Context: an optimization exercise on an open-source flow, tuned for small area, a short achievable clock period and few clock cycles. The choices shown serve that exercise and are no tape-out recipe.
At most, simulation tests tie the RTL to the original design; equivalence was not proved.
The flow treats the clock pin as an ideal source. Dropping or thinning the clock tree relies on that and would not hold on a real chip.
Power is estimated from default activity; no workload was simulated.

## LZ77_Encoder
module LZ77_Encoder(clk,reset,chardata,valid,encode,finish,offset,match_len,char_nxt);
export LEC_CHECK = 0
export CAP_MARGIN = 20
export CORE_MARGIN = 2
export CORE_UTILIZATION = 50
export PLACE_DENSITY = 0.85
export SLEW_MARGIN = 20
create_clock -name core_clock -period 10.0 [get_ports {clk}]
standard.sh (not shown) runs the stock make flow with config.mk's settings and CLKGATE_MAP_FILE= SYNTH_SCRIPT=/design/flow/synth_recipe.tcl, a recipe that flattens the netlist after the stock synthesis.
==> flow/flow/run.sh <==
#!/bin/bash
# Own layout flow: the standard flow (standard.sh), with
#  - synthesis by flow/synth.tcl: the standard synthesis script, but ABC
#    maps the logic with an area-oriented script (flow/abc_area.script),
#  - port buffers of buf_2 instead of the default clkdlybuf4s50_1,
#  - a larger setup target for ORFS's timing repair,
#  - a one-level clock tree (flow/cts.tcl) in place of TritonCTS.
# Each step's full output goes to a log file of its own in this folder.
set -euo pipefail
export FLOW_DIR_OWN=$PWD/flow
export OWN_ABC_SCRIPT=$PWD/flow/abc_area.script
export MCT_COLS=${MCT_COLS:-2}
export MCT_ROWS=${MCT_ROWS:-2}
VARS=("SYNTH_SCRIPT=$PWD/flow/synth.tcl" "BUFFER_PORTS_ARGS=-buffer_cell sky130_fd_sc_hd__buf_2" "SETUP_SLACK_MARGIN=7.3")
bash standard.sh "${VARS[@]}" place > flow_place.log 2>&1
bash standard.sh "${VARS[@]}" run RUN_SCRIPT=$PWD/flow/cts.tcl RUN_LOG_NAME_STEM=4_1_cts > flow_cts.log 2>&1
bash standard.sh "${VARS[@]}" finish > flow_finish.log 2>&1
Other scripts of this flow, unchanged in this note and not shown: flow/flow/abc_area.script, flow/flow/clkbuf.tcl, flow/flow/cts.tcl, flow/flow/synth.tcl
Edit:
--- a/flow/flow/run.sh
+++ b/flow/flow/run.sh
@@ -13,3 +13,3 @@
 export MCT_ROWS=${MCT_ROWS:-2}
-VARS=("SYNTH_SCRIPT=$PWD/flow/synth.tcl" "BUFFER_PORTS_ARGS=-buffer_cell sky130_fd_sc_hd__buf_2" "SETUP_SLACK_MARGIN=7.3")
+VARS=("SYNTH_SCRIPT=$PWD/flow/synth.tcl" "BUFFER_PORTS_ARGS=-buffer_cell sky130_fd_sc_hd__buf_2" "SETUP_SLACK_MARGIN=7.35")
 bash standard.sh "${VARS[@]}" place > flow_place.log 2>&1
The new run produced a clean layout; fmax grows by 0.79%; worst setup slack gains 0.021 ns; area after synthesis is unchanged; clock power hardly moves; final area grows by about 0.9%; register-to-register slack hardly moves; power grows by 0.46%; routed wire length shrinks by about 0.5%; global-route usage does not change; synthesized cell count is unchanged.
No functional check of the RTL was part of any run of this note. No run of this note takes its clock network from TritonCTS; it comes from the design's own scripts or RTL.

* * *

Another version of the RTL of LZ77_Encoder (not shown whole).
Size in the first run: roughly 470 cells after synthesis, roughly 140 flip-flops, about 28 I/O pins, about 0.0052 mm² of cells after synthesis.
Settings: LEC_CHECK=0, CAP_MARGIN=20, CORE_MARGIN=2, CORE_UTILIZATION=50, PLACE_DENSITY=0.6, SLEW_MARGIN=20; clock period 10.0 ns.
==> flow/flow/run.sh <==
#!/bin/bash
# Own layout flow: the standard flow (standard.sh), with
#  - port buffers of buf_2 instead of the default clkdlybuf4s50_1,
#  - a larger setup target for ORFS's timing repair,
#  - a one-level clock tree (flow/cts.tcl) in place of TritonCTS.
# Each step's full output goes to a log file of its own in this folder.
set -euo pipefail
export FLOW_DIR_OWN=$PWD/flow
export MCT_COLS=${MCT_COLS:-2}
export MCT_ROWS=${MCT_ROWS:-2}
VARS=("BUFFER_PORTS_ARGS=-buffer_cell sky130_fd_sc_hd__buf_2" "SETUP_SLACK_MARGIN=7.4")
bash standard.sh "${VARS[@]}" place > flow_place.log 2>&1
bash standard.sh "${VARS[@]}" run RUN_SCRIPT=$PWD/flow/cts.tcl RUN_LOG_NAME_STEM=4_1_cts > flow_cts.log 2>&1
bash standard.sh "${VARS[@]}" finish > flow_finish.log 2>&1
Other scripts of this flow, unchanged in this note and not shown: flow/flow/clkbuf.tcl, flow/flow/cts.tcl
The starting point produced a clean layout.
Change:
--- a/flow/flow/run.sh
+++ b/flow/flow/run.sh
@@ -9,5 +9,5 @@
 export MCT_COLS=${MCT_COLS:-2}
 export MCT_ROWS=${MCT_ROWS:-2}
-VARS=("BUFFER_PORTS_ARGS=-buffer_cell sky130_fd_sc_hd__buf_2" "SETUP_SLACK_MARGIN=7.4")
+VARS=("BUFFER_PORTS_ARGS=-buffer_cell sky130_fd_sc_hd__buf_2" "SETUP_SLACK_MARGIN=7")
 bash standard.sh "${VARS[@]}" place > flow_place.log 2>&1
 bash standard.sh "${VARS[@]}" run RUN_SCRIPT=$PWD/flow/cts.tcl RUN_LOG_NAME_STEM=4_1_cts > flow_cts.log 2>&1
What happened: First-iteration DRC count went up by a few percent; power goes down slightly; setup slack gets worse by 0.15 ns; flip-flop and latch count does not change; via count came out lower by a few percent.
No run of this note included a check of the RTL's function; only the layout flow was run. In every run of this note, the design's own scripts or RTL, not TritonCTS, make the clock network.

* * *

## job 6934
The RTL this note starts from:
==> flow/design.v <==
module LZ77_Encoder(clk,reset,chardata,valid,encode,finish,offset,match_len,char_nxt);
input 				clk;
input 				reset;
input 		[7:0] 	chardata;
output  			valid;
output  			encode;
output  			finish;
output 		[3:0] 	offset;
output 		[2:0] 	match_len;
output 	 	[7:0] 	char_nxt;
reg					valid;
reg					finish;
reg			[3:0]	offset;
reg			[2:0]	match_len;
reg			[3:0]	ch;			 
reg					ch5;		 
reg			[3:0]	H [0:8];	 
reg			[6:0]	E [0:8];	 
reg			[11:0]	lfsr;		 
reg					ended;		 
reg			[2:0]	skip;		 
reg					done;		 
integer 	d, j;
assign encode = valid;
assign char_nxt = {2'b00, ch5, 1'b0, ch};
wire		inrange = ~ended;			 
always @(posedge clk or posedge reset)
begin
	if (reset)
	begin
		lfsr <= 12'hce2;
		ended <= 1'b0;
		for (d = 0; d < 9; d = d + 1)
			H[d] <= 4'd0;
	end
	else
	begin
		lfsr <= {lfsr[10:0], lfsr[11] ^ lfsr[10]};
		ended <= ended | (lfsr == 12'h800);
		H[0] <= chardata[3:0] ^ 4'd3;
		for (d = 1; d < 9; d = d + 1)
			H[d] <= H[d-1];
	end
end
always @(posedge clk)
begin
	for (d = 0; d < 9; d = d + 1)
		E[d] <= {E[d][5:0], inrange & ((chardata[3:0] ^ 4'd3) == H[d])};
end
reg			[7:0]	a [0:8];	 
reg			[7:0]	A;			 
reg			[3:0]	off [1:7];	 
reg			[2:0]	L;
reg			[3:0]	S;
reg			[3:0]	X;			 
wire		[3:0]	C [0:7];	 
reg					last;		 
assign C[7] = chardata[3:0] ^ 4'd3;
assign C[6] = H[0];
assign C[5] = H[1];
assign C[4] = H[2];
assign C[3] = H[3];
assign C[2] = H[4];
assign C[1] = H[5];
assign C[0] = H[6];
always @(*)
begin
	for (d = 0; d < 9; d = d + 1)
	begin
		a[d][0] = 1'b1;
		for (j = 1; j < 8; j = j + 1)
			a[d][j] = a[d][j-1] & E[d][7-j];
	end
	for (j = 0; j < 8; j = j + 1)
	begin
		A[j] = 1'b0;
		for (d = 0; d < 9; d = d + 1)
			A[j] = A[j] | a[d][j];
	end
	for (j = 1; j < 8; j = j + 1)
	begin
		off[j] = 4'd0;
		for (d = 0; d < 9; d = d + 1)
			if (a[d][j]) off[j] = d;
	end
	L = 3'd0;
	S = 4'd0;
	X = C[0];
	for (j = 1; j < 8; j = j + 1)
		if (A[j])
		begin
			L = j;
			S = off[j];
			X = C[j];
		end
	last = 1'b0;
	for (j = 0; j < 8; j = j + 1)
		last = last | (lfsr[j] & A[7-j]);
	last = last & ended;
end
wire				emit = (skip == 3'd0) & ~done;
always @(posedge clk)
begin
	offset <= S;
	match_len <= L;
	ch <= X ^ 4'd3;
	ch5 <= last;
	valid <= emit;
	finish <= done;
end
always @(posedge clk or posedge reset)
begin
	if (reset)
	begin
		skip <= 3'd7;
		done <= 1'b0;
	end
	else
	begin
		skip <= emit ? L : skip - 3'd1;
		done <= done | (emit & last);
	end
end
endmodule
clock: 10.0 ns
lec_check: 0
cap_margin: 20
core_margin: 2
core_utilization: 60
place_density: 0.85
slew_margin: 20
==> flow/flow/run.sh <==
#!/bin/bash
# Own layout flow: the standard flow (standard.sh), with
#  - synthesis by flow/synth.tcl: the standard synthesis script, but ABC
#    maps the logic with an area-oriented script (flow/abc_area.script),
#  - port buffers of buf_2 instead of the default clkdlybuf4s50_1,
#  - a larger setup target for ORFS's timing repair,
#  - a one-level clock tree (flow/cts.tcl) in place of TritonCTS.
# Each step's full output goes to a log file of its own in this folder.
set -euo pipefail
export FLOW_DIR_OWN=$PWD/flow
export OWN_ABC_SCRIPT=$PWD/flow/abc_area.script
export MCT_COLS=${MCT_COLS:-2}
export MCT_ROWS=${MCT_ROWS:-2}
VARS=("SYNTH_SCRIPT=$PWD/flow/synth.tcl" "BUFFER_PORTS_ARGS=-buffer_cell sky130_fd_sc_hd__buf_2" "SETUP_SLACK_MARGIN=7.4")
bash standard.sh "${VARS[@]}" place > flow_place.log 2>&1
bash standard.sh "${VARS[@]}" run RUN_SCRIPT=$PWD/flow/cts.tcl RUN_LOG_NAME_STEM=4_1_cts > flow_cts.log 2>&1
bash standard.sh "${VARS[@]}" finish > flow_finish.log 2>&1
Other scripts of this flow, unchanged in this note and not shown: flow/flow/abc_area.script, flow/flow/clkbuf.tcl, flow/flow/cts.tcl, flow/flow/synth.tcl
Testbench counts of job 6934, summed over its fixed seeds: cycles 12,332.
--- input diff job 6934..job 6718 ---
-- flow/config.mk --
<<< job 6934, line 10
export CORE_UTILIZATION = 60
export PLACE_DENSITY = 0.85
>>> job 6718, line 10
export CORE_UTILIZATION = 80
export PLACE_DENSITY = 0.9
Notes after the runs:
The lower global-route track usage on met3 came out of job 6934.
Summary — post-route total power, job 6718 relative to job 6934: higher, by about 4%.
Max post-layout worst setup margin across job 6718 and job 6934: job 6934
Against job 6934 as the reference, job 6718 delivers a higher share of the clock period used by the worst path.
On clock skew, job 6934 tracks job 6718 almost exactly.
The standard cells in job 6718 occupy more silicon area than those in job 6934 do.
Between job 6934 and job 6718, the cell count went down.
There was hardly any difference in clock network fraction of design power between job 6934 and job 6718.
Job 6718 against job 6934; areal power density over the cells is up by a few percent.
The die area in job 6718 is 0.76 times that in job 6934.
Job 6718 vs job 6934 on global-route usage: job 6718 is the higher one.
The inputs of job 5465 differ from those of job 6718 as listed below.
-- flow/config.mk --
<<< job 6718, line 10
export CORE_UTILIZATION = 80
export PLACE_DENSITY = 0.9
>>> job 5465, line 10
export CORE_UTILIZATION = 70
export PLACE_DENSITY = 0.85
## What came out
Job 5465 reports a lower combinational fraction of design power than job 6718 does.
Job 5465 leaves more setup margin than job 6718.
In the flow results for job 5465 and job 6718, the largest fanout on the critical path is larger on job 6718.
Relative to job 6718, register fraction of the total cell area has increased by 1.4 points in job 5465.
Summary: with job 6718 as the reference, die outline height in job 5465 moved up by a few percent.
Taking job 6718 as the reference, in job 5465 floorplan row count rose by about 7%, violation count after the first detailed-routing iteration fell by 378, highest attainable clock frequency rose by about 9%, clock transition at the register clock pins on the worst setup and hold paths after CTS stayed essentially flat, post-layout minimum cycle time fell by 230 ps.
Final design area excluding fillers on job 5465 is ahead of job 6718.
Setup changes, job 5465 to job 292
-- flow/flow/run.sh --
<<< job 5465, line 14
VARS=("SYNTH_SCRIPT=$PWD/flow/synth.tcl" "BUFFER_PORTS_ARGS=-buffer_cell sky130_fd_sc_hd__buf_2" "SETUP_SLACK_MARGIN=7.4")
>>> job 292, line 14
VARS=("SYNTH_SCRIPT=$PWD/flow/synth.tcl" "BUFFER_PORTS_ARGS=-buffer_cell sky130_fd_sc_hd__buf_4" "SETUP_SLACK_MARGIN=7.35")
-- flow/config.mk --
<<< job 5465, line 10
export CORE_UTILIZATION = 70
>>> job 292, line 10
export CORE_UTILIZATION = 50
Notes after the runs:
- Job 5465 → job 292: sequential power closely matched the old numbers, total DRC errors in the routed layout closely matched the old numbers, number of vias after detailed routing decreased by about 3% relative to the old numbers, total wire length after detailed routing increased by about 1.3% relative to the old numbers.
- The die of job 292 is larger than the one used in job 5465.
The inputs of job 1720 differ from those of job 292 as listed below.
-- flow/flow/run.sh --
<<< job 292, line 14
VARS=("SYNTH_SCRIPT=$PWD/flow/synth.tcl" "BUFFER_PORTS_ARGS=-buffer_cell sky130_fd_sc_hd__buf_4" "SETUP_SLACK_MARGIN=7.35")
>>> job 1720, line 14
VARS=("SYNTH_SCRIPT=$PWD/flow/synth.tcl" "BUFFER_PORTS_ARGS=-buffer_cell sky130_fd_sc_hd__buf_2" "SETUP_SLACK_MARGIN=7.4")
## What came out
- Having completed the whole flow, job 1720 delivered a layout that passed the timing, DRC and antenna checks.
- Against job 292, job 1720 comes in about 0.9% lower on cell area after layout.
- Flip-flop and latch share of the layout cell area: job 1720 vs job 292 up 0.43 points
- Changes observed in job 1720 relative to job 292: worst hold slack +4.0 ps, flop-to-flop setup slack went down 40 ps, flip-flop and latch count after synthesis about even.
- There was hardly any difference in fmax between job 292 and job 1720.
- Changes observed in job 1720 relative to job 292: total global routing track utilization went down by 0.80 points, clock network fraction of total power saw an increase.
- The setup slack of job 1720 is smaller than that of job 292.
- Summary — clock period minus final worst setup slack, job 1720 relative to job 292: higher, by 4.4 ps.
--- input diff job 1720..job 2660 ---
-- flow/config.mk --
<<< job 1720, line 10
export CORE_UTILIZATION = 50
export PLACE_DENSITY = 0.85
>>> job 2660, line 10
export CORE_UTILIZATION = 70
export PLACE_DENSITY = 0.75
[summary]
Compare job 2660 and job 1720 | total track usage higher: job 2660
Changes observed in job 2660 relative to job 1720: fraction of met2 tracks used by global routing went up, core utilization now sits higher.
Lower leakage power total was reported by job 2660, not job 1720.
In every run of this note, the design's own scripts or RTL, not TritonCTS, make the clock network.

## port drivers added, routing unchanged
No port has a modelled driver above. Below, the same layouts with a new extraction and two added sets of constraints. Step 1, drivers: a clkbuf_16 drives clk and a buf_2 each remaining input, both assumed. Step 2 moves the port delays by t, midway between the first and last clock arrival at a register: inputs arrive t later, outputs are due t later. That takes back most of the time a late clock gives input paths. Slacks: no drivers / after step 1 / after step 2; pairs: no drivers / after step 1.
run | shift t [ns] | setup slack, ns | worst setup path at the end | clock arrival spread, ns | worst data-port slew with drivers (ns)
the first run of note 1 | 0.251 | 7.343 / 7.264 / 7.399 | register to register | 0.010 / 0.011 | 0.03
the second run of note 1 | 0.249 | 7.364 / 7.285 / 7.399 | register to register | 0.017 / 0.016 | 0.03
the first run of note 2 | 0.250 | 7.299 / 7.219 / 7.382 | register to register | 0.012 / 0.012 | 0.03
the second run of note 2 | 0.251 | 7.145 / 7.145 / 7.145 | register to register | 0.014 / 0.014 | 0.03
job 6934 | 0.251 | 7.371 / 7.290 / 7.218 | input to register | 0.011 / 0.011 | 0.04
job 6718 | 0.256 | 7.145 / 7.145 / 7.145 | register to register | 0.010 / 0.010 | 0.04
job 5465 | 0.247 | 7.372 / 7.292 / 7.271 | input to register | 0.012 / 0.011 | 0.03
job 292 | 0.251 | 7.352 / 7.271 / 7.201 | input to register | 0.010 / 0.011 | 0.04
job 1720 | 0.247 | 7.347 / 7.267 / 7.258 | input to register | 0.015 / 0.016 | 0.04
job 2660 | 0.250 | 7.366 / 7.284 / 7.271 | input to register | 0.010 / 0.010 | 0.03
After both steps every run listed still meets setup and hold. The setup slack of job 6934, which loses most, moves by -0.081 ns with the drivers and by -0.153 ns with both steps.
